Source: an optimization exercise on an open RTL-to-GDS flow (aim: small area, a short achievable clock period and few clock cycles). Production flows keep margins and buffers that such runs may drop.
Where RTL was checked, it was by simulation tests only, not by an equivalence proof against the original.
No functional check of the RTL was part of runs 2 and 4.

$ cat design/flow/design.v
module divider(
	      input wire 	 clk,
	      input wire 	 resetn,
	      input wire 	 div,
	      input wire 	 isSigned,
	      input wire [31:0]  A,
	      input wire [31:0]  B,
	      output wire [31:0] Q,
	      output wire [31:0] R,
	      output wire 	 complete
	      );
    wire [31:0] 			 absoluteA;
    wire [31:0] 			 absoluteB;
    wire [32:0] 			 extendedA;
    wire [32:0] 			 extendedB;
    wire                  zeroCounter;
    reg [63:0] 			 tempResult;
    reg [6:0] 			 counter;
    reg [31:0] 			 regQ;
    reg [63:0] 			 regA;
    reg [32:0] 			 regB;
    wire 			 Less;
    wire [31:0] 			 remainder;
    assign absoluteA = (isSigned && A[31]) ? ~A+1 : A;
    assign absoluteB = (isSigned && B[31]) ? ~B+1 : B;
    assign extendedA = {32'b0, absoluteA[31:0]};
    assign extendedB = {1'b0, absoluteB[31:0]};
    assign Less = (tempResult[63:31] < extendedB);
    assign complete = (counter == 7'd33);
    assign zeroCounter = (counter == 7'b0);
    always@(posedge clk) begin
        counter <=  (!resetn )?         7'b0 :
	                (div && !complete)? counter + 1 : 
                                        counter;
        tempResult  <=  (!resetn) ?     64'b0 :
                        (complete)?     tempResult : 
	     	            (zeroCounter)?  extendedA : 
	     	            (Less) ?        tempResult << 1 :
                                        {tempResult[63:31] - extendedB, tempResult[30:0]} << 1;
        regQ <= (~resetn || zeroCounter) ? 32'b0 :
                (complete)? regQ :
	            (Less) ?    regQ << 1 : 
                            (regQ << 1) | 32'b1 ;
    end
    assign Q = (complete && (~isSigned)) ? regQ :
	          (complete && (A[31] ^ B[31])) ? ~regQ+1 : regQ;
    assign R = (complete && (~isSigned)) ? tempResult[63:32] :
	          (complete && A[31]) ? ~tempResult[63:32]+1 : tempResult[63:32];
endmodule
$ cat design/flow/run.sh
#!/bin/bash
# synth_recipe.tcl (not shown) runs the flow's synth.tcl, then flattens the netlist and writes it again
# the make line also repeats each setting of config.mk as NAME=value (left out here)
make -C /OpenROAD-flow-scripts/flow DESIGN_CONFIG=/design/flow/config.mk WORK_HOME=/design/flow/orfs CLKGATE_MAP_FILE= SYNTH_SCRIPT=/design/flow/synth_recipe.tcl finish
$ cat design/flow/config.mk
export PLATFORM = sky130hd
export DESIGN_NAME = divider
export DESIGN_NICKNAME = divider
export VERILOG_FILES = /design/flow/design.v
export SDC_FILE = /design/flow/constraint.sdc
export NUM_CORES = 4
export LEC_CHECK = 0
export CAP_MARGIN = 20
export CORE_MARGIN = 2
export CORE_UTILIZATION = 40
export PLACE_DENSITY = 0.6
export SLEW_MARGIN = 20
$ cat design/flow/constraint.sdc
create_clock -name core_clock -period 5.5 [get_ports {clk}]
set_input_delay 1.1000 -clock core_clock [delete_from_list [all_inputs] [get_ports {clk}]]
set_output_delay 1.1000 -clock core_clock [all_outputs]
set_load 0.01 [all_outputs]
==> results of run 1 <==
-- state kept, by name, summed over array words and instances, names as in the netlist --
name / cells
tempResult: 64
counter: 7
regQ: 32
-- cells in the mapped netlist (3+ instances only) --
master,count
a211oi_1,4
buf_2,3
or3_1,6
nor4_1,15
and3_1,3
buf_1,5
clkbuf_1,46
nand2_1,137
ha_1,39
a21o_1,14
o41ai_1,13
o211ai_1,3
mux2i_1,11
nor3_1,23
o31ai_1,23
a32oi_1,9
o221ai_1,32
nand4_1,9
dfxtp_1,103
o21ai_0,79
or4_4,3
o21a_1,4
xor2_1,61
nor2_1,71
and2_1,11
xnor2_1,86
buf_4,3
nand2b_1,7
o21bai_1,4
nand3_1,17
or4_1,7
a21oi_1,134
a21boi_0,6
a22o_1,4
a31oi_1,11
inv_1,26
nor2b_1,4
-- layer usage --
metal / part of all wire / vias to the layer above / GRT usage / wire length (um)
met2: 0.47 / 190 / 0.382 / 11500
met1: 0.48 / 4028 / 0.310 / 11900
met3: 0.033 / 27 / 0.0275 / 806
met5: 0 / - / 0 / 0
met4: 0.014 / 0 / 0.0466 / 343
li1: - / 4314 / - / -
-- repair_timing --
item,in CTS,in global routing
hold buffers,0,0
gates cloned,1,0
resized for setup,32,16
setup endpoints to repair,32,33
setup buffers,7,0
pin swaps,18,16
-- worst max-delay path by stage --
stage	from	to	slack, ns	depth (start not counted)
CTS	B[3]	tempResult[37]$_SDFFE_PN0N_	0.02	21
detailed placement	B[5]	tempResult[37]$_SDFFE_PN0N_	-0.52	19
floorplan	B[5]	tempResult[53]$_SDFFE_PN0N_	0.008	19
global placement	B[5]	tempResult[35]$_SDFFE_PN0N_	-0.44	19
global route	B[2]	tempResult[58]$_SDFFE_PN0N_	0.007	23
finish	B[2]	tempResult[46]$_SDFFE_PN0N_	0.20	22
-- cell families (layout without fill, tap and decap cells) --
group,after synthesis,after routing,synth area share
adders and majority gates,40,40,0.0625
DFF,103,103,0.254
buffers and inverters,83,296,0.0402
AOI/OAI and AO/OA,357,357,0.274
xor gates and xnor gates,147,147,0.158
and+or+nand+nor,331,331,0.196
muxes,12,12,0.0149
-- critical path, delay by kind of cell --
kind,cells,cell delay (ns)
and+or+nand+nor,7,2.10
muxes,1,0.16
AOI/OAI and AO/OA,5,0.77
xor gates and xnor gates,1,0.06
buffers and inverters,7,0.96
adders and majority gates,1,0.32
-- final cells by class --
class / instances / share of cell area
flip-flops and latches: 103 / 0.189
clock inverters: 5 / 0.00744
repair buffers: 255 / 0.208
well taps: 270 / 0.0309
multi-input cells: 887 / 0.535
clock buffers: 10 / 0.0209
inverters: 26 / 0.00893
-- cells in the final DEF, fill, tap and decap left out, types with 11 or more instances in the layout --
cell,instances
nor3_1,23
a31oi_1,11
buf_4,116
o21ai_1,11
o41ai_1,13
xor2_1,61
a21o_1,14
nand3_1,16
clkdlybuf4s50_1,128
a21oi_1,128
ha_1,39
o21ai_0,69
nor4_1,15
inv_1,26
nor2_1,70
xnor2_1,86
mux2i_1,11
dfxtp_1,103
o31ai_1,23
o221ai_1,31
nand2_1,136
==> impl_metrics.tcl, run 1 <==
set metrics [dict create \
    fin_nets 1390 \
    reg2reg_depth 14 \
    syn_nets 1181 \
    max_freq_mhz 189 \
    place_area_um2 10500 \
    min-delay-start "regQ[31]$_SDFFE_PP0N_" \
    rr_endpoint "tempResult[60]$_SDFFE_PN0N_" \
    finalWorstSetupSlack_ns 0.198 \
    postRouteAntennaNets 0 \
    slew_headroom 0.344 \
    antenna_cells 0 \
    critPathSlowestCell "or4_4" \
    cap_violations 0 \
    ys_ff_latch 103 \
    crit_required_ns 5.70 \
    synthTopCellsByArea "dfxtp_1, xnor2_1, a21oi_1, xor2_1, nand2_1" \
    cp-start-kind "primary input" \
    rsz0062_at_grt "no" \
    die_area_um2 21500 \
    clkTransAtPathRegs_ns 0.07 \
    asyncSetResetFlopFracSynth 0 \
    path_class "in2reg" \
    critPathMaxFanout 6 \
    vias 8559 \
    hold_violations 0 \
    track_usage 0.226 \
    die-height_um 147 \
    hold_path.class "reg2reg" \
    avgSynthCellArea_um2 7.58 \
    netlist.area_leader.share 0.254 \
    drive_gt1_frac 0.136 \
    tns_ns 0 \
    holdWs_ns 0.464 \
    synthToLayoutAreaGrowth_pct 34.4 \
    ios 133 \
    clock_sinks 103 \
    dpl.cell_count 1534 \
    gp_congestion 0.909 \
    crit_chain "clkbuf_2 -> or4_4 -> or4_4 -> buf_6 -> nor4b_4 -> buf_4 -> nand3b_1 -> o41ai_2 -> buf_4 -> xor2_1 -> ha_1 -> and4_4 -> or3b_4 -> o2bb2ai_4 -> and2_4 -> a21oi_2 -> buf_4 -> o21ai_4 -> buf_6 -> buf_16 -> mux2i_1 -> o21ai_0" \
    port_buffers 132 \
    crit_top_cell "buf_4" \
    pre_cts_slack_ns -0.517 \
    synth_edf_count 0 \
    overflow 0 \
    drc 0 \
    fillers 1950 \
    cp_data_arrival_time_ns 5.50 \
    status "finished clean" \
    row_count 52 \
    holdPathEnd "regQ[31]$_SDFFE_PP0N_" \
    firstDrtPassIters 5 \
    drt_iter0_markers 494 \
    hpwl_um 18400 \
    setup_viol 0 \
    multi_input_area_um2 5850 \
    yosysWarnings 1 \
    min_period_over_period 0.964 \
    insertion_delay_ns 0.34 \
    grt_pass1_vias 8056 \
    ys_types 65 \
    synth_ff_type "dfxtp_1" \
    synth_area_um2 8130 \
    grt_max_degree 68 \
    ff_latch_area_um2 2060 \
    worst_slew_pin_slew_ns 0.982 \
    viasPerCell 5.50 \
    instances_no_fill 1556 \
    ctsRootBufferMaster "clkbuf_16" \
    holdPathStages 2 \
    slowest_delay_ns 0.54 \
    rrSetupSlack_ns 2.16 \
    fin_crit_ns 5.30 \
    antenna_found_initial 0 \
    utilization 0.544 \
    avgRoutedWirePerCell_um 15.8 \
    die_x_um 147 \
    core-area_um2 20100 \
    design_area_um2 10900 \
    htreeDepth 3 \
    yosys.area.top_type "dfxtp_1" \
    cts.path.max_buffers 2 \
    cp-end-kind "flop" \
    fin_skew_ns 0.00793 \
    syn_inst 1073 \
    grt_pass1_wl_um 40400 \
    cts_tree "yes" \
    wirelength_um 24500 \
    ys_seq_area_frac 0.254 \
    cts_made_buffers 9 \
    start_util 0.405 \
    slew_violations 0 \
    r2r-start "tempResult[31]$_SDFFE_PN0N_" \
]
Testbench counts, summed over its fixed seeds: cycles 81,600.
==> inputs of run 2 (changes only) <==
==> design/flow/design.v (replaced) <==
module divider(
	      input wire 	 clk,
	      input wire 	 resetn,
	      input wire 	 div,
	      input wire 	 isSigned,
	      input wire [31:0]  A,
	      input wire [31:0]  B,
	      output wire [31:0] Q,
	      output wire [31:0] R,
	      output wire 	 complete
	      );
    localparam IDLE = 2'd0, NORM = 2'd1, ITER = 2'd2, DONE = 2'd3;
    reg [1:0]  st;
    reg        sA, sB;      
    reg [31:0] P;           
    reg [33:0] M;           
    reg [31:0] Qr;          
    reg [4:0]  cnt;
    function [5:0] clz32(input [31:0] x);
        reg [15:0] x16; reg [7:0] x8; reg [3:0] x4; reg [1:0] x2;
        reg z16, z8, z4, z2, z1;
        begin
            z16 = ~|x[31:16]; x16 = z16 ? x[15:0]  : x[31:16];
            z8  = ~|x16[15:8]; x8 = z8  ? x16[7:0] : x16[15:8];
            z4  = ~|x8[7:4];   x4 = z4  ? x8[3:0]  : x8[7:4];
            z2  = ~|x4[3:2];   x2 = z2  ? x4[1:0]  : x4[3:2];
            z1  = ~x2[1];
            clz32 = (x == 32'd0) ? 6'd32 : {1'b0, z16, z8, z4, z2, z1};
        end
    endfunction
    wire [31:0] X   = P ^ {32{sA}};           
    wire [31:0] Y   = M[31:0] ^ {32{sB}};     
    wire [5:0]  cA  = clz32(X);
    wire [5:0]  cB  = clz32(Y);
    wire signed [7:0] s = $signed({2'b0, cB}) - $signed({2'b0, cA}) + $signed({7'b0, sA});
    wire [4:0]  sc  = (s > 8'sd31) ? 5'd31 : s[4:0];
    wire [33:0] Bx  = {{2{sB}}, M[31:0]};
    wire [33:0] Msh = (Bx << sc) ^ {34{~sB}};
    wire [31:0] absP = sA ? (~P + 32'd1) : P;
    wire [33:0] T   = {2'b0, P} + M + {33'd0, ~sB};
    wire        q   = ~T[33];
    always @(posedge clk) begin
        if (!resetn) begin
            st <= IDLE;
        end else begin
            case (st)
            IDLE: begin
                P  <= A;
                M  <= {2'b0, B};
                sA <= isSigned & A[31];
                sB <= isSigned & B[31];
                if (div) st <= NORM;
            end
            NORM: begin
                P   <= absP;
                M   <= Msh;
                cnt <= sc;
                Qr  <= 32'd0;
                st  <= s[7] ? DONE : ITER;
            end
            ITER: begin
                if (q) P <= T[31:0];
                M   <= {M[33], M[33:1]};
                Qr  <= {Qr[30:0], q};
                cnt <= cnt - 5'd1;
                if (cnt == 5'd0) st <= DONE;
            end
            default: ;
            endcase
        end
    end
    assign complete = (st == DONE);
    assign Q = (sA ^ sB) ? (~Qr + 32'd1) : Qr;
    assign R = sA ? (~P + 32'd1) : P;
endmodule
==> impl_metrics.tcl, run 2 <==
set metrics [dict create \
    hold_buffers 0 \
    synth_ff_type "edfxtp_1" \
    synth_edf_count 105 \
    synth_commonest_cells "nor2_1, edfxtp_1, nand2_1" \
    syn_nets 1573 \
    yosys.area.top_type "edfxtp_1" \
    grt_max_degree 57 \
    avgSynthCellArea_um2 8.12 \
    largest_reg_flops 34 \
    cp-start-kind "flop" \
    design_area_um2 17100 \
    top_regs "M (34), P (32), Qr (32)" \
    grt_pass1_vias 12803 \
    critPathSlowestCell "or4_4" \
    netlist.area_leader.share 0.267 \
    grt_pass1_wl_um 78200 \
    asyncSetResetFlopFracSynth 0 \
    antenna_found_initial 0 \
    hpwl_um 40200 \
    ctsRootBufferMaster "clkbuf_16" \
    utilization 0.592 \
    cts.path.max_buffers 2 \
    critPathMaxFanout 7 \
    drc 0 \
    synth.most_common_cell "nor2_1" \
    holdWs_ns 0.613 \
    htreeDepth 3 \
    slowest_delay_ns 0.58 \
    pre_cts_slack_ns -1.90 \
    cap_violations 0 \
    crit_required_ns 5.63 \
    drt_iter0_markers 1514 \
    drive_gt1_frac 0.275 \
    cts_made_buffers 9 \
    insertion_delay_ns 0.38 \
    finalWorstSetupSlack_ns -1.72 \
    antenna_cells 0 \
    dpl.cell_count 2184 \
    hold_violations 0 \
    slew_violations 0 \
    multi_input_area_um2 8650 \
    firstDrtPassIters 6 \
    syn_inst 1455 \
    ios 133 \
    cp_data_arrival_time_ns 7.35 \
    row_count 62 \
    fillers 2668 \
    port_buffers 132 \
    instances_no_fill 2237 \
    cp-end-kind "flop" \
    ff_latch_area_um2 3190 \
    synth_area_um2 11800 \
    status "failed layout checks" \
    max_freq_mhz 139 \
    hold_path.class "reg2reg" \
    place_area_um2 15800 \
    fin_crit_ns 7.22 \
    die_area_um2 30900 \
    min_period_over_period 1.31 \
    layout_commonest_cell "buf_4" \
    vias 13559 \
    cts_tree "yes" \
    core-area_um2 28900 \
    ys_ff_latch 107 \
    wirelength_um 52400 \
    avgRoutedWirePerCell_um 23.4 \
    yosysWarnings 1 \
    track_usage 0.333 \
    clkTransAtPathRegs_ns 0.09 \
    worst_slew_pin_slew_ns 0.831 \
    path_class "reg2reg" \
    synthTopCellsByArea "edfxtp_1, xnor2_1, nor2_1, mux2i_1, ha_1" \
    die-height_um 176 \
    postRouteAntennaNets 0 \
    ys_types 79 \
    overflow 0 \
    gp_congestion 1.01 \
    viasPerCell 6.06 \
    fin_nets 1966 \
    die_x_um 176 \
    checkFailReasons "negative setup slack" \
    clock_sinks 107 \
    layout_common_cells "buf_4, nor2_1, clkdlybuf4s50_1" \
    ys_seq_area_frac 0.270 \
    slew_headroom 0.446 \
    tns_ns -53.67 \
    regMostFlops "M" \
    setup_viol 39 \
    fin_skew_ns 0.00908 \
    synthToLayoutAreaGrowth_pct 44.6 \
    rsz0062_at_grt "yes" \
    start_util 0.409 \
]
[run 2: cell types whose count changed after synthesis, moves of 31 or more]
cell      before  now
mux2i_1       11   60
a221oi_1       1   36
nor2_1        71  167
dfxtp_1      103    2
a221o_1        0   31
edfxtp_1       0  105
nand2_1      137   94
clkbuf_1      46   88
a21oi_1      134   87
[run 2: metal layers]
metal | up-vias | GRT usage | part of all wire
li1 | 6264 | - | -
met1 | 6483 | 0.476 | 0.45
met2 | 712 | 0.513 | 0.44
met3 | 100 | 0.0532 | 0.085
met4 | 0 | 0.105 | 0.031
met5 | - | 0 | 0
[run 2: final timing paths]
path | startpoint | endpoint | slack (ns) | depth (start not counted)
worst max-delay path | sA$_DFFE_PP_ | M[25]$_DFFE_PP_ | -1.72 | 31
worst min-delay path | Qr[4]$_SDFFCE_PN0P_ | Qr[5]$_SDFFCE_PN0P_ | 0.61 | 1
worst max register to register | sA$_DFFE_PP_ | M[25]$_DFFE_PP_ | -1.72 | 31
worst min register to register | Qr[4]$_SDFFCE_PN0P_ | Qr[5]$_SDFFCE_PN0P_ | 0.61 | 1
[run 2: final cells by class]
| type | count | area share |
|---|---|---|
| Sequential cell | 107 | 0.187 |
| Timing Repair Buffer | 499 | 0.251 |
| Multi-Input combinational cell | 1187 | 0.506 |
| Tap cell | 384 | 0.0281 |
| Clock buffer | 9 | 0.0132 |
| Inverter | 44 | 0.00967 |
| Clock inverter | 7 | 0.00462 |
[run 2: critical path, delay by kind of cell (launching register included)]
family                   cells  cell delay, ns
flip-flops                   1            0.53
AO/OA/AOI/OAI               13            2.39
AND/OR/NAND/NOR              7            1.81
buffers and inverters        5            0.71
multiplexers                 4            0.84
adder cells (fa/ha/maj)      2            0.65
[run 2: what timing repair did]
action,4_1_cts,5_1_grt
pin swaps,18,13
resized for setup,71,59
setup buffers,17,17
endpoints found under the setup margin,39,42
cloned,2,2
[run 2: cell families after synthesis]
logic type                 count (synthesis)  synth area share
buffers and inverters                    161            0.0544
muxes                                     68            0.0585
AOI/OAI and AO/OA                        456             0.269
and+or+nand+nor                          497             0.207
DFF                                      107             0.270
xor gates and xnor gates                 116            0.0860
adders and majority gates                 50            0.0549
==> inputs of run 3 (changes only) <==
--- a/design/flow/design.v
+++ b/design/flow/design.v
@@ -16,6 +16,7 @@
     reg [33:0] M;           
     reg [31:0] Qr;          
     reg [4:0]  cnt;
+    reg [5:0]  cA, cB;      
     function [5:0] clz32(input [31:0] x);
         reg [15:0] x16; reg [7:0] x8; reg [3:0] x4; reg [1:0] x2;
         reg z16, z8, z4, z2, z1;
@@ -28,12 +29,10 @@
             clz32 = (x == 32'd0) ? 6'd32 : {1'b0, z16, z8, z4, z2, z1};
         end
     endfunction
-    wire [31:0] X   = P ^ {32{sA}};           
-    wire [31:0] Y   = M[31:0] ^ {32{sB}};     
-    wire [5:0]  cA  = clz32(X);
-    wire [5:0]  cB  = clz32(Y);
-    wire signed [7:0] s = $signed({2'b0, cB}) - $signed({2'b0, cA}) + $signed({7'b0, sA});
-    wire [4:0]  sc  = (s > 8'sd31) ? 5'd31 : s[4:0];
+    wire       nA = isSigned & A[31];
+    wire       nB = isSigned & B[31];
+    wire [6:0]  s   = {1'b0, cB} - {1'b0, cA} + {6'd0, sA};
+    wire [4:0]  sc  = s[4:0] | {5{s[5]}};
     wire [33:0] Bx  = {{2{sB}}, M[31:0]};
     wire [33:0] Msh = (Bx << sc) ^ {34{~sB}};
     wire [31:0] absP = sA ? (~P + 32'd1) : P;
@@ -47,8 +46,10 @@
             IDLE: begin
                 P  <= A;
                 M  <= {2'b0, B};
-                sA <= isSigned & A[31];
-                sB <= isSigned & B[31];
+                sA <= nA;
+                sB <= nB;
+                cA <= clz32(A ^ {32{nA}});
+                cB <= clz32(B ^ {32{nB}});
                 if (div) st <= NORM;
             end
             NORM: begin
@@ -56,7 +57,7 @@
                 M   <= Msh;
                 cnt <= sc;
                 Qr  <= 32'd0;
-                st  <= s[7] ? DONE : ITER;
+                st  <= s[6] ? DONE : ITER;
             end
             ITER: begin
                 if (q) P <= T[31:0];
==> impl_metrics.tcl, run 3 <==
set metrics [dict create \
    crit_required_ns 4.40 \
    regMostFlops "M" \
    instances_no_fill 2088 \
    track_usage 0.301 \
    cap_violations 0 \
    synth_commonest_cells "nor2_1, edfxtp_1, nand2_1" \
    clkTransAtPathRegs_ns 0.06 \
    port_buffers 132 \
    tns_ns 0 \
    drive_gt1_frac 0.0777 \
    die_x_um 184 \
    critPathMaxFanout 6 \
    viasPerCell 6.59 \
    row_count 65 \
    yosys.area.top_type "edfxtp_1" \
    slew_violations 0 \
    drt_iter0_markers 1916 \
    crit_top_cell "nand2_1" \
    post_cts_resize_count 0 \
    reg2reg_depth 12 \
    postRouteAntennaNets 0 \
    hold_path.class "reg2reg" \
    holdPathStages 2 \
    layout_common_cells "nor2_1, clkdlybuf4s50_1, edfxtp_1" \
    synth_ff_type "edfxtp_1" \
    overflow 0 \
    vias 13764 \
    slew_headroom 0.257 \
    fin_skew_ns 0.0131 \
    antenna_cells 0 \
    setup_viol 0 \
    synthTopCellsByArea "edfxtp_1, xnor2_1, ha_1, nor2_1, a21oi_1" \
    cp_data_arrival_time_ns 3.86 \
    firstDrtPassIters 6 \
    r2r-start "M[0]$_DFFE_PP_" \
    synth_edf_count 117 \
    grt_pass1_wl_um 77400 \
    max_freq_mhz 202 \
    cp-start-kind "flop" \
    cp-end-kind "primary output" \
    gp_congestion 0.974 \
    rsz0062_at_grt "no" \
    grt_max_degree 62 \
    syn_inst 1586 \
    slowest_delay_ns 0.55 \
    insertion_delay_ns 0.45 \
    critPathSlowestCell "clkdlybuf4s50_1" \
    fillers 3153 \
    cts_setup_buffers 0 \
    ys_seq_area_frac 0.274 \
    rrSetupSlack_ns 0.98 \
    hpwl_um 38400 \
    wirelength_um 51500 \
    cts_made_buffers 17 \
    antenna_found_initial 0 \
    cts_tree "yes" \
    utilization 0.485 \
    asyncSetResetFlopFracSynth 0 \
    synthToLayoutAreaGrowth_pct 18.5 \
    grt_pass1_vias 12589 \
    synth_area_um2 13000 \
    top_regs "M (34), P (32), Qr (32)" \
    ys_ff_latch 119 \
    cts.path.max_buffers 2 \
    die_area_um2 33900 \
    synth.most_common_cell "nor2_1" \
    rr_endpoint "P[22]$_DFFE_PP_" \
    status "finished clean" \
    dpl.cell_count 2056 \
    netlist.area_leader.share 0.271 \
    layout_commonest_cell "nor2_1" \
    htreeDepth 4 \
    hold_buffers 0 \
    drc 0 \
    ys_types 95 \
    largest_reg_flops 34 \
    ios 133 \
    endpoint "Q[31]" \
    yosysWarnings 1 \
    clock_sinks 119 \
    fin_nets 1795 \
    fin_crit_ns 4.96 \
    crit_chain "or4_1 -> or3_1 -> nor3_1 -> or3b_1 -> nand2_1 -> nand2_1 -> a21oi_1 -> xnor2_1 -> clkdlybuf4s50_1" \
    start_util 0.409 \
    hold_violations 0 \
    min_period_over_period 0.902 \
    path_class "reg2out" \
    ctsRootBufferMaster "clkbuf_16" \
    avgSynthCellArea_um2 8.18 \
    syn_nets 1708 \
    avgRoutedWirePerCell_um 24.6 \
    worst_slew_pin_slew_ns 1.11 \
    die-height_um 184 \
    crit_start "Qr[6]$_SDFFCE_PN0P_" \
    core-area_um2 31700 \
]
## run 3: changes by cell type in the layout (fill, tap and decap cells not counted), moves of 13 or more
cell | previous run | this run
o221ai_1 | 3 | 17
mux2i_1 | 51 | 35
buf_4 | 339 | 42
nor3_1 | 27 | 49
nand2_1 | 91 | 112
xnor2_1 | 84 | 107
o31ai_1 | 30 | 17
buf_6 | 15 | 0
nand3_1 | 35 | 59
a21oi_1 | 78 | 105
a211oi_1 | 9 | 23
nor4_1 | 6 | 24
## run 3: metrics by stage
stage	hold slack, ns	cell area [um2]	setup slack (ns)
6_report	0.582	15400	0.538
5_1_grt	0.615	15400	0.329
2_1_floorplan	0.528	13000	0.787
3_3_place_gp	0.559	14700	0.752
4_1_cts	0.575	15400	0.490
3_5_place_dp	0.566	14700	0.638
## run 3: per-layer routing
layer | up-vias | GRT usage | part of all wire
met3 | 137 | 0.0496 | 0.096
met4 | 0 | 0.137 | 0.045
li1 | 6220 | - | -
met1 | 6574 | 0.418 | 0.42
met5 | - | 0 | 0
met2 | 833 | 0.458 | 0.44
## run 3: area by class of cell
type                    instances  area [um2]  area share
clock buffers                  17         425      0.0277
repair buffers                174        1640       0.106
well taps                     402         503      0.0327
inverters                      54         203      0.0132
multi-input cells            1307        8810       0.573
flip-flops and latches        119        3550       0.231
clock inverters                15         236      0.0154
## run 3: kinds of logic after synthesis
family / count (synthesis) / synth area share
buf+inv: 160 / 0.0498
flops: 119 / 0.274
mux: 53 / 0.0442
fa+ha+maj: 54 / 0.0538
simple gates: 573 / 0.220
compound gates: 495 / 0.269
xor+xnor: 132 / 0.0891
## run 3: worst min-delay path by stage
stage | from | endpoint | slack (ns)
2_1_floorplan | st[1]$_SDFFE_PN0P_ | st[1]$_SDFFE_PN0P_ | 0.53
3_3_place_gp | st[1]$_SDFFE_PN0P_ | st[1]$_SDFFE_PN0P_ | 0.56
3_5_place_dp | st[1]$_SDFFE_PN0P_ | st[1]$_SDFFE_PN0P_ | 0.57
4_1_cts | st[1]$_SDFFE_PN0P_ | st[1]$_SDFFE_PN0P_ | 0.58
5_1_grt | st[1]$_SDFFE_PN0P_ | st[1]$_SDFFE_PN0P_ | 0.61
6_report | st[1]$_SDFFE_PN0P_ | st[1]$_SDFFE_PN0P_ | 0.58
## run 3: worst max-delay path, delay by kind of cell, from the launching register on
kind	cells	cell delay, ns
and+or+nand+nor	6	2.06
DFF	1	0.48
xor gates and xnor gates	1	0.13
AOI/OAI and AO/OA	1	0.18
buffers and inverters	1	0.55
Testbench counts of run 3, summed over its fixed seeds: cycles 27,305.
==> inputs of run 4 (changes only) <==
--- a/design/flow/design.v
+++ b/design/flow/design.v
@@ -18,23 +18,37 @@
     reg [4:0]  cnt;
     reg [5:0]  cA, cB;      
     function [5:0] clz32(input [31:0] x);
-        reg [15:0] x16; reg [7:0] x8; reg [3:0] x4; reg [1:0] x2;
-        reg z16, z8, z4, z2, z1;
+        reg [15:0] v1, c1; reg [7:0] v2; reg [15:0] c2;
+        reg [3:0] v3; reg [11:0] c3; reg [1:0] v4; reg [7:0] c4; reg [4:0] c5;
+        integer i;
         begin
-            z16 = ~|x[31:16]; x16 = z16 ? x[15:0]  : x[31:16];
-            z8  = ~|x16[15:8]; x8 = z8  ? x16[7:0] : x16[15:8];
-            z4  = ~|x8[7:4];   x4 = z4  ? x8[3:0]  : x8[7:4];
-            z2  = ~|x4[3:2];   x2 = z2  ? x4[1:0]  : x4[3:2];
-            z1  = ~x2[1];
-            clz32 = (x == 32'd0) ? 6'd32 : {1'b0, z16, z8, z4, z2, z1};
+            for (i = 0; i < 16; i = i + 1) begin
+                v1[i] = x[2*i+1] | x[2*i];
+                c1[i] = ~x[2*i+1];
+            end
+            for (i = 0; i < 8; i = i + 1) begin
+                v2[i] = v1[2*i+1] | v1[2*i];
+                c2[2*i+:2] = v1[2*i+1] ? {1'b0, c1[2*i+1]} : {1'b1, c1[2*i]};
+            end
+            for (i = 0; i < 4; i = i + 1) begin
+                v3[i] = v2[2*i+1] | v2[2*i];
+                c3[3*i+:3] = v2[2*i+1] ? {1'b0, c2[4*i+2+:2]} : {1'b1, c2[4*i+:2]};
+            end
+            for (i = 0; i < 2; i = i + 1) begin
+                v4[i] = v3[2*i+1] | v3[2*i];
+                c4[4*i+:4] = v3[2*i+1] ? {1'b0, c3[6*i+3+:3]} : {1'b1, c3[6*i+:3]};
+            end
+            c5 = v4[1] ? {1'b0, c4[7:4]} : {1'b1, c4[3:0]};
+            clz32 = (v4[1] | v4[0]) ? {1'b0, c5} : 6'd32;
         end
     endfunction
-    wire       nA = isSigned & A[31];
-    wire       nB = isSigned & B[31];
-    wire [6:0]  s   = {1'b0, cB} - {1'b0, cA} + {6'd0, sA};
+    wire        nA = isSigned & A[31];
+    wire        nB = isSigned & B[31];
+    wire [31:0] XA = nA ? {~A[30:0], 1'b1} : A;
+    wire [31:0] YB = B ^ {32{nB}};
+    wire [6:0]  s   = {1'b0, cB} - {1'b0, cA};
     wire [4:0]  sc  = s[4:0] | {5{s[5]}};
-    wire [33:0] Bx  = {{2{sB}}, M[31:0]};
-    wire [33:0] Msh = (Bx << sc) ^ {34{~sB}};
+    wire [33:0] Msh = ({2'b11, M[31:0]} << sc) | ~({34{1'b1}} << sc) & {34{~sB}};
     wire [31:0] absP = sA ? (~P + 32'd1) : P;
     wire [33:0] T   = {2'b0, P} + M + {33'd0, ~sB};
     wire        q   = ~T[33];
@@ -45,11 +59,11 @@
             case (st)
             IDLE: begin
                 P  <= A;
-                M  <= {2'b0, B};
+                M  <= {2'b11, ~YB};
                 sA <= nA;
                 sB <= nB;
-                cA <= clz32(A ^ {32{nA}});
-                cB <= clz32(B ^ {32{nB}});
+                cA <= clz32(XA);
+                cB <= clz32(YB);
                 if (div) st <= NORM;
             end
             NORM: begin
--- a/design/flow/config.mk
+++ b/design/flow/config.mk
@@ -9,4 +9,5 @@
 export CORE_MARGIN = 2
 export CORE_UTILIZATION = 40
 export PLACE_DENSITY = 0.6
+export SETUP_SLACK_MARGIN = 1.5
 export SLEW_MARGIN = 20
==> impl_metrics.tcl, run 4 <==
set metrics [dict create \
    status "finished clean" \
    port_buffers 132 \
    grt_pass1_wl_um 68100 \
    slew_violations 0 \
    ys_seq_area_frac 0.287 \
    cp-end-kind "primary output" \
    syn_nets 1623 \
    crit_required_ns 4.40 \
    clkTransAtPathRegs_ns 0.06 \
    track_usage 0.264 \
    synthTopCellsByArea "edfxtp_1, xnor2_1, mux2i_1, a21oi_1, ha_1" \
    ys_types 80 \
    die-height_um 180 \
    asyncSetResetFlopFracSynth 0 \
    die_area_um2 32300 \
    htreeDepth 4 \
    synth_area_um2 12400 \
    fin_nets 1761 \
    tns_ns 0 \
    cp-start-kind "flop" \
    instances_no_fill 2054 \
    cts_made_buffers 17 \
    layout_common_cells "nand2_1, a21oi_1, nor2_1" \
    cts_tree "yes" \
    worst_slew_pin_slew_ns 1.05 \
    avgSynthCellArea_um2 8.21 \
    setup_viol 0 \
    postRouteAntennaNets 0 \
    firstDrtPassIters 5 \
    layout_commonest_cell "nand2_1" \
    grt_max_degree 71 \
    slew_headroom 0.297 \
    regMostFlops "M" \
    ctsRootBufferMaster "clkbuf_16" \
    fin_skew_ns 0.0136 \
    gp_congestion 0.999 \
    drc 0 \
    hold_buffers 0 \
    synth_top_family_by_area "compound AO/OA/AOI/OAI gates" \
    synth.most_common_cell "nand2_1" \
    grt_pass1_vias 11741 \
    fillers 2884 \
    clock_sinks 119 \
    viasPerCell 6.28 \
    max_freq_mhz 242 \
    synth.area.mux_share 0.0686 \
    path_class "reg2out" \
    core-area_um2 30500 \
    die_x_um 180 \
    yosysWarnings 1 \
    synthToLayoutAreaGrowth_pct 25.6 \
    antenna_found_initial 0 \
    finalWorstSetupSlack_ns 1.36 \
    hold_path.class "reg2reg" \
    rsz0062_at_grt "yes" \
    netlist.area_leader.share 0.284 \
    synth_compound_area_frac 0.262 \
    vias 12907 \
    ios 133 \
    largest_reg_flops 34 \
    yosys.area_share.simple 0.196 \
    ys_ff_latch 119 \
    critPathMaxFanout 7 \
    cp_data_arrival_time_ns 3.04 \
    cap_violations 0 \
    overflow 0 \
    hold_violations 0 \
    ff_latch_area_um2 3550 \
    synth_xor_area_frac 0.0843 \
    multi_input_area_um2 8740 \
    synth_commonest_cells "nand2_1, nor2_1, a21oi_1" \
    yosys.area.top_type "edfxtp_1" \
    synthAdderAreaFrac 0.0504 \
    top_regs "M (34), P (32), Qr (32)" \
    avgRoutedWirePerCell_um 22.0 \
    fin_crit_ns 4.14 \
    wirelength_um 45100 \
    hpwl_um 32000 \
    drt_iter0_markers 1436 \
    antenna_cells 0 \
    insertion_delay_ns 0.43 \
    dpl.cell_count 1965 \
    synth_ff_type "edfxtp_1" \
    syn_inst 1507 \
    pre_cts_slack_ns 0.875 \
    synth_edf_count 117 \
    cts.path.max_buffers 2 \
    min_period_over_period 0.753 \
    drive_gt1_frac 0.135 \
    start_util 0.405 \
    row_count 64 \
]
[run 4: per-stage QoR]
| stage | area, um2 | hold slack [ns] | utilization |
|---|---|---|---|
| floorplan | 12400 | 0.528 | - |
| global placement | 14100 | 0.543 | 0.461 |
| detailed placement | 14100 | 0.559 | 0.461 |
| CTS | 15000 | 0.575 | 0.493 |
| global route | 15500 | 0.606 | 0.509 |
| finish | 15500 | 0.564 | 0.509 |
[run 4: worst paths after layout]
check / startpoint / endpoint / slack (ns) / cells past startpoint
min reg2reg: Qr[30]$_SDFFCE_PN0P_ / Qr[31]$_SDFFCE_PN0P_ / 0.56 / 1
max: P[10]$_DFFE_PP_ / R[23] / 1.36 / 8
min: Qr[30]$_SDFFCE_PN0P_ / Qr[31]$_SDFFCE_PN0P_ / 0.56 / 1
max reg2reg: cA[0]$_SDFFCE_PP0P_ / M[25]$_DFFE_PP_ / 1.48 / 12
[run 4: area by class of cell]
class,count,share of cell area
Clock buffer,17,0.0274
Inverter,59,0.0143
Multi-Input combinational cell,1233,0.563
Clock inverter,15,0.00983
Timing Repair Buffer,215,0.125
Tap cell,396,0.0319
Sequential cell,119,0.229
[run 4: critical path: stages, from the launching register on]
cell,delay [ns]
edfxtp_1,0.41
or4_4,0.58
nor4_4,0.20
nand2b_2,0.11
or4_4,0.52
buf_4,0.19
o31ai_4,0.26
xnor2_2,0.17
buf_2,0.17
[run 4: what timing repair did]
action                     in CTS  in global routing
buffers inserted               32                 22
pin swaps                      12                 20
setup endpoints to repair      84                 86
gates cloned                    1                  2
gates resized for setup        82                 81
[run 4: routing by layer]
layer,global-route usage,wire length (um)
met3,0.0559,4330
met5,0,0
met2,0.407,19900
met1,0.359,18900
met4,0.112,1940
[run 4: logic make-up (layout without fill, tap and decap cells)]
group | Yosys count | in the layout
flops | 119 | 119
simple gates | 499 | 499
mux | 83 | 83
compound gates | 481 | 484
fa+ha+maj | 48 | 48
xor+xnor | 119 | 119
buf+inv | 158 | 306
==> inputs of run 5 (changes only) <==
--- a/design/flow/design.v
+++ b/design/flow/design.v
@@ -9,11 +9,11 @@
 	      output wire [31:0] R,
 	      output wire 	 complete
 	      );
-    localparam IDLE = 2'd0, NORM = 2'd1, ITER = 2'd2, DONE = 2'd3;
-    reg [1:0]  st;
+    localparam IDLE = 3'd0, NORM = 3'd1, ITER = 3'd2, FIX = 3'd3, DONE = 3'd4;
+    reg [2:0]  st;
     reg        sA, sB;      
     reg [31:0] P;           
-    reg [33:0] M;           
+    reg [32:0] M;           
     reg [31:0] Qr;          
     reg [4:0]  cnt;
     reg [5:0]  cA, cB;      
@@ -48,10 +48,11 @@
     wire [31:0] YB = B ^ {32{nB}};
     wire [6:0]  s   = {1'b0, cB} - {1'b0, cA};
     wire [4:0]  sc  = s[4:0] | {5{s[5]}};
-    wire [33:0] Msh = ({2'b11, M[31:0]} << sc) | ~({34{1'b1}} << sc) & {34{~sB}};
+    wire [32:0] Msh = ({1'b1, M[31:0]} << sc) | ~({33{1'b1}} << sc) & {33{~sB}};
     wire [31:0] absP = sA ? (~P + 32'd1) : P;
-    wire [33:0] T   = {2'b0, P} + M + {33'd0, ~sB};
-    wire        q   = ~T[33];
+    wire [31:0] negQ = (sA ^ sB) ? (~Qr + 32'd1) : Qr;
+    wire [32:0] T   = {1'b0, P} + M + {32'd0, ~sB};
+    wire        q   = ~T[32];
     always @(posedge clk) begin
         if (!resetn) begin
             st <= IDLE;
@@ -59,7 +60,7 @@
             case (st)
             IDLE: begin
                 P  <= A;
-                M  <= {2'b11, ~YB};
+                M  <= {1'b1, ~YB};
                 sA <= nA;
                 sB <= nB;
                 cA <= clz32(XA);
@@ -67,7 +68,7 @@
                 if (div) st <= NORM;
             end
             NORM: begin
-                P   <= absP;
+                if (!s[6]) P <= absP;
                 M   <= Msh;
                 cnt <= sc;
                 Qr  <= 32'd0;
@@ -75,16 +76,21 @@
             end
             ITER: begin
                 if (q) P <= T[31:0];
-                M   <= {M[33], M[33:1]};
+                M   <= {M[32], M[32:1]};
                 Qr  <= {Qr[30:0], q};
                 cnt <= cnt - 5'd1;
-                if (cnt == 5'd0) st <= DONE;
+                if (cnt == 5'd0) st <= (sA | sB) ? FIX : DONE;
+            end
+            FIX: begin
+                P   <= absP;
+                Qr  <= negQ;
+                st  <= DONE;
             end
             default: ;
             endcase
         end
     end
     assign complete = (st == DONE);
-    assign Q = (sA ^ sB) ? (~Qr + 32'd1) : Qr;
-    assign R = sA ? (~P + 32'd1) : P;
+    assign Q = Qr;
+    assign R = P;
 endmodule
--- a/design/flow/config.mk
+++ b/design/flow/config.mk
@@ -5,9 +5,10 @@
 export SDC_FILE = /design/flow/constraint.sdc
 export NUM_CORES = 4
 export LEC_CHECK = 0
+export ABC_AREA = 1
 export CAP_MARGIN = 20
 export CORE_MARGIN = 2
 export CORE_UTILIZATION = 40
 export PLACE_DENSITY = 0.6
-export SETUP_SLACK_MARGIN = 1.5
+export SETUP_SLACK_MARGIN = 2.5
 export SLEW_MARGIN = 20
==> impl_metrics.tcl, run 5 <==
set metrics [dict create \
    max_freq_mhz 339 \
    synth_area_um2 12100 \
    crit_required_ns 5.65 \
    core-area_um2 29700 \
    synth_commonest_cells "nand2_1, nand3_1, inv_1" \
    r2r-start "M[10]$_DFFE_PP_" \
    synth_edf_count 116 \
    clkTransAtPathRegs_ns 0.06 \
    avgRoutedWirePerCell_um 20.3 \
    crit_start "M[10]$_DFFE_PP_" \
    drc 0 \
    fin_crit_ns 2.95 \
    avgSynthCellArea_um2 6.60 \
    cp-start-kind "flop" \
    synth.most_common_cell "nand2_1" \
    port_buffers 132 \
    ys_ff_latch 119 \
    min_period_over_period 0.536 \
    cts_tree "yes" \
    hold_violations 0 \
    ff_latch_area_um2 3540 \
    insertion_delay_ns 0.45 \
    path_class "reg2reg" \
    yosysWarnings 1 \
    setup_viol 0 \
    ys_types 57 \
    status "finished clean" \
    die_area_um2 31700 \
    clock_sinks 119 \
    top_regs "M (33), P (32), Qr (32)" \
    fin_skew_ns 0.0139 \
    row_count 63 \
    grt_max_degree 57 \
    fin_nets 2114 \
    worst_slew_pin_slew_ns 0.772 \
    synth_ff_type "edfxtp_1" \
    drive_gt1_frac 0.112 \
    cp-end-kind "flop" \
    synthToLayoutAreaGrowth_pct 26.4 \
    antenna_found_initial 0 \
    rsz0062_at_grt "yes" \
    multi_input_area_um2 7820 \
    die-height_um 178 \
    grt_pass1_vias 12750 \
    grt_pass1_wl_um 72500 \
    slew_headroom 0.480 \
    tns_ns 0 \
    ios 133 \
    netlist.area_leader.share 0.287 \
    hold_path.class "reg2reg" \
    vias 14092 \
    drt_iter0_markers 1484 \
    viasPerCell 5.86 \
    cap_violations 0 \
    track_usage 0.301 \
    ctsRootBufferMaster "clkbuf_16" \
    postRouteAntennaNets 0 \
    cts.path.max_buffers 2 \
    firstDrtPassIters 8 \
    syn_nets 1950 \
    cp_data_arrival_time_ns 3.10 \
    fillers 2974 \
    critPathMaxFanout 8 \
    gp_congestion 0.959 \
    syn_inst 1837 \
    min-delay-start "st[1]$_SDFFE_PN0P_" \
    antenna_cells 0 \
    start_util 0.408 \
    layout_commonest_cell "nand2_1" \
    wirelength_um 48800 \
    regMostFlops "M" \
    cts_made_buffers 17 \
    largest_reg_flops 33 \
    synthTopCellsByArea "edfxtp_1, nand2_1, nand3_1, inv_1, o21ai_0" \
    die_x_um 178 \
    slew_violations 0 \
    layout_common_cells "nand2_1, nand3_1, inv_1" \
    overflow 0 \
    yosys.area.top_type "edfxtp_1" \
    asyncSetResetFlopFracSynth 0 \
    htreeDepth 4 \
    ys_seq_area_frac 0.292 \
    hpwl_um 35900 \
]
-- run 5: changes by cell type in the layout (fill, tap and decap cells not counted), sizes merged, moves of 25 or more --
cell / before / now
xnor2: 94 / 5
a221oi: 30 / 3
nand2: 142 / 466
nand4: 13 / 55
o21ai: 81 / 169
and2: 48 / 0
a211oi: 26 / 1
inv: 61 / 216
mux2i: 78 / 0
nand3: 44 / 256
clkdlybuf4s50: 104 / 129
a31oi: 35 / 6
-- run 5: what timing repair did --
action / in CTS / in global routing
pin swaps: 6 / 20
setup buffers: 19 / 30
endpoints found under the setup margin: 118 / 117
cloned: 5 / 3
hold buffers: 0 / 0
gates resized for setup: 53 / 63
-- run 5: area by class of cell --
type | count | area share
clock buffers | 17 | 0.0277
clock inverters | 15 | 0.0146
inverters | 217 | 0.0557
multi-input cells | 1441 | 0.510
flip-flops and latches | 119 | 0.231
well taps | 390 | 0.0318
repair buffers | 203 | 0.128
repair inverters | 2 | 0.000979
-- run 5: worst max-delay path, cell delays in order, from the launching register on --
cell and delay, ns:
edfxtp_1 0.57, ha_1 0.44, nand2_1 0.15, o21a_1 0.25, o21ai_0 0.25, a21oi_1 0.07
inv_1 0.13, nand3_2 0.08, nand2_1 0.09, nand2_2 0.06, nand3_2 0.09, nand3_4 0.14
clkinvlp_4 0.17, buf_12 0.16
-- run 5: cells by family after synthesis --
group | share of synthesized area
and+or+nand+nor | 0.362
AOI/OAI and AO/OA | 0.174
buffers and inverters | 0.0947
DFF | 0.292
adders and majority gates | 0.0483
xor gates and xnor gates | 0.0282
muxes | 0.000928
-- run 5: metrics by stage --
stage	cell area [um2]	util	cells	hold slack (ns)	worst slack, ns
2_1_floorplan	12200	-	1837	0.472	2.51
3_3_place_gp	13800	0.464	2315	0.501	1.56
3_5_place_dp	13800	0.464	2315	0.509	1.47
4_1_cts	14800	0.499	2371	0.515	2.46
5_1_grt	15300	0.516	2404	0.557	2.41
6_report	15300	0.516	2404	0.523	2.55
-- run 5: path summary, 6_finish.rpt --
path                         to  slack (ns)  cells after the start
max             P[25]$_DFFE_PP_        2.55                     13
min          st[1]$_SDFFE_PN0P_        0.52                      2
max reg2reg     P[25]$_DFFE_PP_        2.55                     13
min reg2reg  st[1]$_SDFFE_PN0P_        0.52                      2
-- run 5: routing by layer --
layer  wire [um]  part of all wire  vias to the layer above  global-route usage
li1            -                 -                     6682                   -
met4        1620             0.033                        0               0.105
met2       21800              0.45                      719               0.478
met3        4560             0.094                      108              0.0533
met5           0                 0                        -                   0
met1       20800              0.43                     6583               0.412
Testbench counts of run 5, summed over its fixed seeds: cycles 27,961.
==> inputs of run 6 (changes only) <==
--- a/design/flow/design.v
+++ b/design/flow/design.v
@@ -9,7 +9,7 @@
 	      output wire [31:0] R,
 	      output wire 	 complete
 	      );
-    localparam IDLE = 3'd0, NORM = 3'd1, ITER = 3'd2, FIX = 3'd3, DONE = 3'd4;
+    localparam IDLE = 3'd0, NORM = 3'd1, ITER = 3'd2, NEGR = 3'd3, NEGQ = 3'd4, DONE = 3'd5;
     reg [2:0]  st;
     reg        sA, sB;      
     reg [31:0] P;           
@@ -49,10 +49,41 @@
     wire [6:0]  s   = {1'b0, cB} - {1'b0, cA};
     wire [4:0]  sc  = s[4:0] | {5{s[5]}};
     wire [32:0] Msh = ({1'b1, M[31:0]} << sc) | ~({33{1'b1}} << sc) & {33{~sB}};
-    wire [31:0] absP = sA ? (~P + 32'd1) : P;
-    wire [31:0] negQ = (sA ^ sB) ? (~Qr + 32'd1) : Qr;
-    wire [32:0] T   = {1'b0, P} + M + {32'd0, ~sB};
+    wire [31:0] ngi = (st == NEGQ) ? Qr : P;
+    wire [31:0] ngo = ~ngi + 32'd1;
+    reg  [33:0] g, p, gn, pn;
+    reg  [32:0] T;
+    integer i, k;
+    always @* begin
+        g[0] = ~sB; p[0] = 1'b0;
+        for (i = 0; i < 33; i = i + 1) begin
+            g[i+1] = (i < 32 ? P[i] : 1'b0) & M[i];
+            p[i+1] = (i < 32 ? P[i] : 1'b0) ^ M[i];
+        end
+        for (k = 1; k < 34; k = k * 2) begin
+            gn = g; pn = p;
+            for (i = 0; i < 34; i = i + 1)
+                if (i >= k) begin
+                    gn[i] = g[i] | (p[i] & g[i-k]);
+                    pn[i] = p[i] & p[i-k];
+                end
+            g = gn; p = pn;
+        end
+        for (i = 0; i < 33; i = i + 1)
+            T[i] = (i < 32 ? P[i] : 1'b0) ^ M[i] ^ g[i];
+    end
     wire        q   = ~T[32];
+    always @(posedge clk) begin
+        sA <= nA;
+        sB <= nB;
+        cA <= clz32(XA);
+        cB <= clz32(YB);
+    end
+    always @(posedge clk) begin
+        cnt <= (st == NORM) ? sc : cnt - 5'd1;
+        M   <= (st == IDLE) ? {1'b1, ~YB} :
+               (st == NORM) ? Msh : {M[32], M[32:1]};
+    end
     always @(posedge clk) begin
         if (!resetn) begin
             st <= IDLE;
@@ -60,30 +91,24 @@
             case (st)
             IDLE: begin
                 P  <= A;
-                M  <= {1'b1, ~YB};
-                sA <= nA;
-                sB <= nB;
-                cA <= clz32(XA);
-                cB <= clz32(YB);
                 if (div) st <= NORM;
             end
             NORM: begin
-                if (!s[6]) P <= absP;
-                M   <= Msh;
-                cnt <= sc;
+                if (!s[6] && sA) P <= ngo;
                 Qr  <= 32'd0;
                 st  <= s[6] ? DONE : ITER;
             end
             ITER: begin
                 if (q) P <= T[31:0];
-                M   <= {M[32], M[32:1]};
                 Qr  <= {Qr[30:0], q};
-                cnt <= cnt - 5'd1;
-                if (cnt == 5'd0) st <= (sA | sB) ? FIX : DONE;
+                if (cnt == 5'd0) st <= sA ? NEGR : sB ? NEGQ : DONE;
             end
-            FIX: begin
-                P   <= absP;
-                Qr  <= negQ;
+            NEGR: begin
+                P   <= ngo;
+                st  <= sB ? DONE : NEGQ;
+            end
+            NEGQ: begin
+                Qr  <= ngo;
                 st  <= DONE;
             end
             default: ;
--- a/design/flow/config.mk
+++ b/design/flow/config.mk
@@ -10,5 +10,5 @@
 export CORE_MARGIN = 2
 export CORE_UTILIZATION = 40
 export PLACE_DENSITY = 0.6
-export SETUP_SLACK_MARGIN = 2.5
+export SETUP_SLACK_MARGIN = 2.8
 export SLEW_MARGIN = 20
==> impl_metrics.tcl, run 6 <==
set metrics [dict create \
    avgRoutedWirePerCell_um 22.5 \
    drc 0 \
    netlist.area_leader.share 0.165 \
    hpwl_um 38500 \
    avgSynthCellArea_um2 6.32 \
    synth_ff_type "edfxtp_1" \
    gp_congestion 1.02 \
    max_freq_mhz 358 \
    wl_met3_um 6150 \
    core-area_um2 28900 \
    cap_violations 0 \
    wirelength_um 56800 \
    hold_path.class "reg2reg" \
    htreeDepth 4 \
    yosys.area.top_type "edfxtp_1" \
    cts_tree "yes" \
    die_area_um2 31000 \
    status "finished clean" \
    slew_violations 0 \
    top_regs "M (33), P (32), Qr (32)" \
    syn_inst 1873 \
    layout_common_cells "nand2_1, nand3_1, inv_1" \
    die-height_um 176 \
    slowest_delay_ns 0.50 \
    setup_viol 0 \
    row_count 62 \
    overflow 0 \
    ys_ff_latch 119 \
    viasPerCell 5.92 \
    die_x_um 176 \
    postRouteAntennaNets 0 \
    track_usage 0.342 \
    rsz0062_at_grt "yes" \
    fin_crit_ns 2.80 \
    fin_skew_ns 0.0206 \
    instances_no_fill 2519 \
    crit_chain "buf_4 -> buf_4 -> clkdlybuf4s50_1" \
    crit_top_cell "buf_4" \
    start_util 0.409 \
    cp_data_arrival_time_ns 1.70 \
    grt_max_degree 40 \
    grt_pass1_vias 13307 \
    dpl.cell_count 2337 \
    cts_made_buffers 17 \
    fin_nets 2233 \
    path_class "reg2out" \
    worst_slew_pin_slew_ns 0.808 \
    ys_types 56 \
    grt_pass1_wl_um 80000 \
    antenna_cells 0 \
    synth_area_um2 11800 \
    cp-start-kind "flop" \
    rrSetupSlack_ns 2.77 \
    vias 14910 \
    tns_ns 0 \
    synthTopCellsByArea "edfxtp_1, nand2_1, nand3_1, dfxtp_1, inv_1" \
    yosysWarnings 1 \
    wl_met2_um 24600 \
    syn_nets 1984 \
    critPathSlowestCell "clkdlybuf4s50_1" \
    synth_edf_count 65 \
    regMostFlops "M" \
    largest_reg_flops 33 \
    layout_commonest_cell "nand2_1" \
    drive_gt1_frac 0.224 \
    ios 133 \
    cp-end-kind "primary output" \
    port_buffers 132 \
    asyncSetResetFlopFracSynth 0 \
    crit_required_ns 4.40 \
    slew_headroom 0.461 \
    met1_length_um 24300 \
    min_period_over_period 0.508 \
    clock_sinks 119 \
    cts.path.max_buffers 2 \
    clkTransAtPathRegs_ns 0.07 \
    firstDrtPassIters 6 \
    insertion_delay_ns 0.44 \
    synth.most_common_cell "nand2_1" \
    critPathMaxFanout 2 \
    top_layer_used "met4" \
    ys_seq_area_frac 0.256 \
    ctsRootBufferMaster "clkbuf_16" \
    synth_commonest_cells "nand2_1, nand3_1, inv_1" \
    hold_violations 0 \
    antenna_found_initial 2 \
    synthToLayoutAreaGrowth_pct 42.3 \
    drt_iter0_markers 1993 \
]
==> run 6: critical path: cells and delay by family (launching register included) <==
family / cells / cell delay [ns]
flip-flops: 1 / 0.47
buffers and inverters: 3 / 0.80
==> run 6: layout make-up <==
type                            count  area (um2)
Inverter                          243         963
Clock buffer                       17         425
Timing Repair Buffer              294        2930
Fill cell                        2779       12100
Sequential cell                   119        3070
Multi-Input combinational cell   1444        8780
Clock inverter                     15         160
Timing Repair inverter              3        26.3
Tap cell                          384         480
==> run 6: path summary, 6_finish.rpt <==
kind,from,end,cells past startpoint
max,P[6]$_DFFE_PP_,R[6],3
min,cnt[0]$_DFF_P_,cnt[0]$_DFF_P_,1
max reg2reg,P[6]$_DFFE_PP_,P[28]$_DFFE_PP_,13
min reg2reg,cnt[0]$_DFF_P_,cnt[0]$_DFF_P_,1
==> run 6: repair_timing <==
item | CTS | global route
gates resized for setup | 147 | 212
endpoints found under the setup margin | 127 | 145
pin swaps | 31 | 71
hold buffers | 0 | 0
gates cloned | 11 | 9
buffers inserted | 59 | 71
==> run 6: cells by family (layout without fill, tap and decap cells) <==
logic type,Yosys count,in the layout,share of synthesized area
compound gates,381,381,0.191
xor+xnor,58,58,0.0429
fa+ha+maj,43,43,0.0467
buf+inv,316,572,0.106
flops,119,119,0.256
mux,1,1,0.000846
simple gates,955,961,0.356
==> run 6: routing by layer <==
layer	vias to the layer above	GRT usage
li1	6829	-
met3	130	0.0652
met2	929	0.513
met5	-	0
met1	7022	0.493
met4	0	0.113
==> run 6: through the flow <==
step | setup slack [ns] | area [um2] | util | hold WS, ns
6_report | 2.70 | 16800 | 0.582 | 0.493
5_1_grt | 2.69 | 16800 | 0.582 | 0.535
4_1_cts | 2.73 | 15300 | 0.528 | 0.501
3_5_place_dp | 1.40 | 13500 | 0.466 | 0.488
3_3_place_gp | 1.55 | 13500 | 0.466 | 0.483
2_1_floorplan | 2.80 | 11800 | - | 0.450
Testbench counts of run 6, summed over its fixed seeds: cycles 28,255.
==> inputs of run 7 (changes only) <==
==> design/flow/flow/run.sh (new file) <==
#!/bin/bash
# The standard layout, with the smallest buffer (buf_1) on every input and
# output port instead of ORFS's default port buffer.
set -euo pipefail
bash standard.sh "BUFFER_PORTS_ARGS=-buffer_cell sky130_fd_sc_hd__buf_1" finish > flow_make.log 2>&1
==> design/flow/standard.sh (new file) <==
#!/bin/bash
# synth_recipe.tcl (not shown) runs the flow's synth.tcl, then flattens the netlist and writes it again
# the make line also repeats each setting of config.mk as NAME=value (left out here)
make -C /OpenROAD-flow-scripts/flow DESIGN_CONFIG=/design/flow/config.mk WORK_HOME=/design/flow/orfs CLKGATE_MAP_FILE= SYNTH_SCRIPT=/design/flow/synth_recipe.tcl "${@:-finish}"
--- a/design/flow/config.mk
+++ b/design/flow/config.mk
@@ -12,3 +12,4 @@
 export PLACE_DENSITY = 0.6
 export SETUP_SLACK_MARGIN = 2.8
 export SLEW_MARGIN = 20
+export TNS_END_PERCENT = 0
removed: design/flow/run.sh
==> impl_metrics.tcl, run 7 <==
set metrics [dict create \
    status "finished clean" \
    min_period_over_period 0.501 \
    cp-end-kind "flop" \
    largest_reg_flops 33 \
    instances_no_fill 2459 \
    yosys.area.top_type "edfxtp_1" \
    clock_sinks 119 \
    hpwl_um 38700 \
    synth_ff_type "edfxtp_1" \
    syn_inst 1873 \
    critPathMaxFanout 8 \
    grt_pass1_wl_um 76200 \
    die-height_um 176 \
    cts.path.max_buffers 2 \
    yosysWarnings 1 \
    gp_congestion 1.01 \
    antenna_cells 0 \
    hold_violations 0 \
    regMostFlops "M" \
    start_util 0.409 \
    postRouteAntennaNets 0 \
    hold_path.class "reg2reg" \
    path_class "reg2reg" \
    antenna_found_initial 0 \
    cp-start-kind "flop" \
    synth_commonest_cells "nand2_1, nand3_1, inv_1" \
    synth_area_um2 11800 \
    cap_violations 0 \
    layout_commonest_cell "nand2_1" \
    yosys.area_share.simple 0.356 \
    die_x_um 176 \
    clkTransAtPathRegs_ns 0.07 \
    rsz0062_at_grt "yes" \
    synth.most_common_cell "nand2_1" \
    drc 0 \
    crit_required_ns 5.81 \
    grt_max_degree 40 \
    fin_nets 2173 \
    wirelength_um 53400 \
    core-area_um2 28900 \
    grt_use_met3 0.0691 \
    insertion_delay_ns 0.43 \
    avgRoutedWirePerCell_um 21.7 \
    htreeDepth 4 \
    cts_tree "yes" \
    worst_slew_pin_slew_ns 0.748 \
    synthToLayoutAreaGrowth_pct 26.6 \
    drive_gt1_frac 0.170 \
    netlist.area_leader.share 0.165 \
    asyncSetResetFlopFracSynth 0 \
    overflow 0 \
    setup_viol 0 \
    ys_ff_latch 119 \
    tns_ns 0 \
    fin_skew_ns 0.0158 \
    synthAdderAreaFrac 0.0467 \
    layout_common_cells "nand2_1, nand3_1, inv_1" \
    synthTopCellsByArea "edfxtp_1, nand2_1, nand3_1, dfxtp_1, inv_1" \
    hold_buffers 0 \
    synth_compound_area_frac 0.191 \
    synth_xor_area_frac 0.0429 \
    port_buffers 132 \
    max_freq_mhz 363 \
    top_regs "M (33), P (32), Qr (32)" \
    track_usage 0.326 \
    ys_seq_area_frac 0.256 \
    grt_pass1_vias 12754 \
    slew_violations 0 \
    drt_iter0_markers 1786 \
    viasPerCell 5.81 \
    synth_top_family_by_area "simple AND/OR/NAND/NOR gates" \
    syn_nets 1984 \
    die_area_um2 31000 \
    dpl.cell_count 2335 \
    cp_data_arrival_time_ns 3.07 \
    vias 14283 \
    synth_edf_count 65 \
    ys_types 56 \
    firstDrtPassIters 6 \
    ctsRootBufferMaster "clkbuf_16" \
    ios 133 \
    fin_crit_ns 2.76 \
    slew_headroom 0.501 \
    grt_most_used_layer "met2" \
    row_count 62 \
    gr-usage-met2 0.491 \
    grt_util_met1 0.464 \
    synth.area.mux_share 0.000846 \
    cts_made_buffers 17 \
    avgSynthCellArea_um2 6.32 \
]
[run 7: logic make-up after synthesis]
group | Yosys count
AND/OR/NAND/NOR | 955
AO/OA/AOI/OAI | 381
buffers and inverters | 316
flip-flops | 119
XOR/XNOR | 58
adder cells (fa/ha/maj) | 43
multiplexers | 1
[run 7: worst paths after layout]
path | from | end | cells after the start | slack [ns]
hold reg to reg | cnt[0]$_DFF_P_ | cnt[0]$_DFF_P_ | 1 | 0.51
setup / recovery | cA[2]$_SDFF_PP0_ | M[18]$_DFF_P_ | 17 | 2.74
hold / removal | cnt[0]$_DFF_P_ | cnt[0]$_DFF_P_ | 1 | 0.51
setup reg to reg | cA[2]$_SDFF_PP0_ | M[18]$_DFF_P_ | 17 | 2.74
[run 7: metal layers]
layer | part of all wire | vias up | wire length (um)
met5 | 0 | - | 0
met4 | 0.027 | 0 | 1430
met3 | 0.10 | 94 | 5380
met2 | 0.44 | 763 | 23500
met1 | 0.43 | 6720 | 23100
li1 | - | 6706 | -
[run 7: layout make-up]
class,count,area [um2]
clock inverters,15,175
flip-flops and latches,119,3060
repair buffers,234,1430
well taps,384,480
multi-input cells,1445,8450
repair inverters,2,16.3
fillers,3017,14000
clock buffers,17,425
inverters,243,947
[run 7: worst max-delay path, cell delays in order, from the launching register on]
cell and delay [ns]:
dfxtp_1 0.33, inv_1 0.07, ha_4 0.30, nand2_1 0.05, nor2_1 0.08, nand2_1 0.10, nand4_1 0.22, buf_4 0.16
nand3_4 0.22, nor2_4 0.25, buf_4 0.15, nor2_1 0.05, o21ai_1 0.17, o21ai_1 0.13, nand2_1 0.10, nand4_1 0.09
nand2_1 0.08, o21ai_1 0.06
[run 7: through the flow]
stage | worst slack [ns] | cell area [um2] | utilization | hold WS, ns
after floorplan | 2.80 | 11800 | - | 0.450
after CTS | 2.67 | 13800 | 0.476 | 0.516
after detailed placement | 1.72 | 12600 | 0.436 | 0.504
after global routing | 2.63 | 15000 | 0.518 | 0.541
final | 2.74 | 15000 | 0.518 | 0.507
after global placement | 1.81 | 12600 | 0.436 | 0.480
[run 7: timing repair]
action | CTS | global route
gates cloned | 4 | 6
endpoints found under the setup margin | 168 | 121
hold endpoints to repair | 0 | 0
pin swaps | 12 | 34
gates resized for setup | 67 | 168
setup buffers | 26 | 56

## static timing again, ports no longer ideal
In the flow no input, the clock included, has a driving cell. The finished layouts below were timed again as built, in two steps.
Step 1, drivers: a clkbuf_16 drives clk and a buf_2 each remaining input, both assumed.
Step 2 moves the port delays by t, midway between the first and last clock arrival at a register: inputs arrive t later, outputs are due t later. That takes back most of the time a late clock gives input paths.
Slacks: no drivers / after step 1 / after step 2; pairs: no drivers / after step 1.
run | t, ns | setup slack, ns | worst hold slack (ns) | worst data-port slew with drivers (ns)
run 1 | 0.380 | 0.198 / 0.217 / -0.163 | 0.464 / 0.464 / 0.464 | 0.05
run 2 | 0.430 | -1.715 / -1.715 / -1.715 | 0.613 / 0.613 / 0.613 | 0.08
run 3 | 0.490 | 0.538 / 0.486 / 0.603 | 0.582 / 0.582 / 0.582 | 0.04
run 4 | 0.477 | 1.360 / 1.310 / 1.364 | 0.564 / 0.564 / 0.564 | 0.06
run 5 | 0.493 | 2.550 / 2.547 / 2.229 | 0.523 / 0.523 / 0.523 | 0.04
run 6 | 0.481 | 2.704 / 2.651 / 2.416 | 0.493 / 0.493 / 0.493 | 0.05
run 7 | 0.474 | 2.742 / 2.742 / 2.419 | 0.507 / 0.507 / 0.507 | 0.06
With both steps, setup timing fails in run 1, where it was met with ideal ports. For run 1, which loses most, drivers alone change the setup slack by +0.019 ns; drivers and shift together by -0.361 ns.
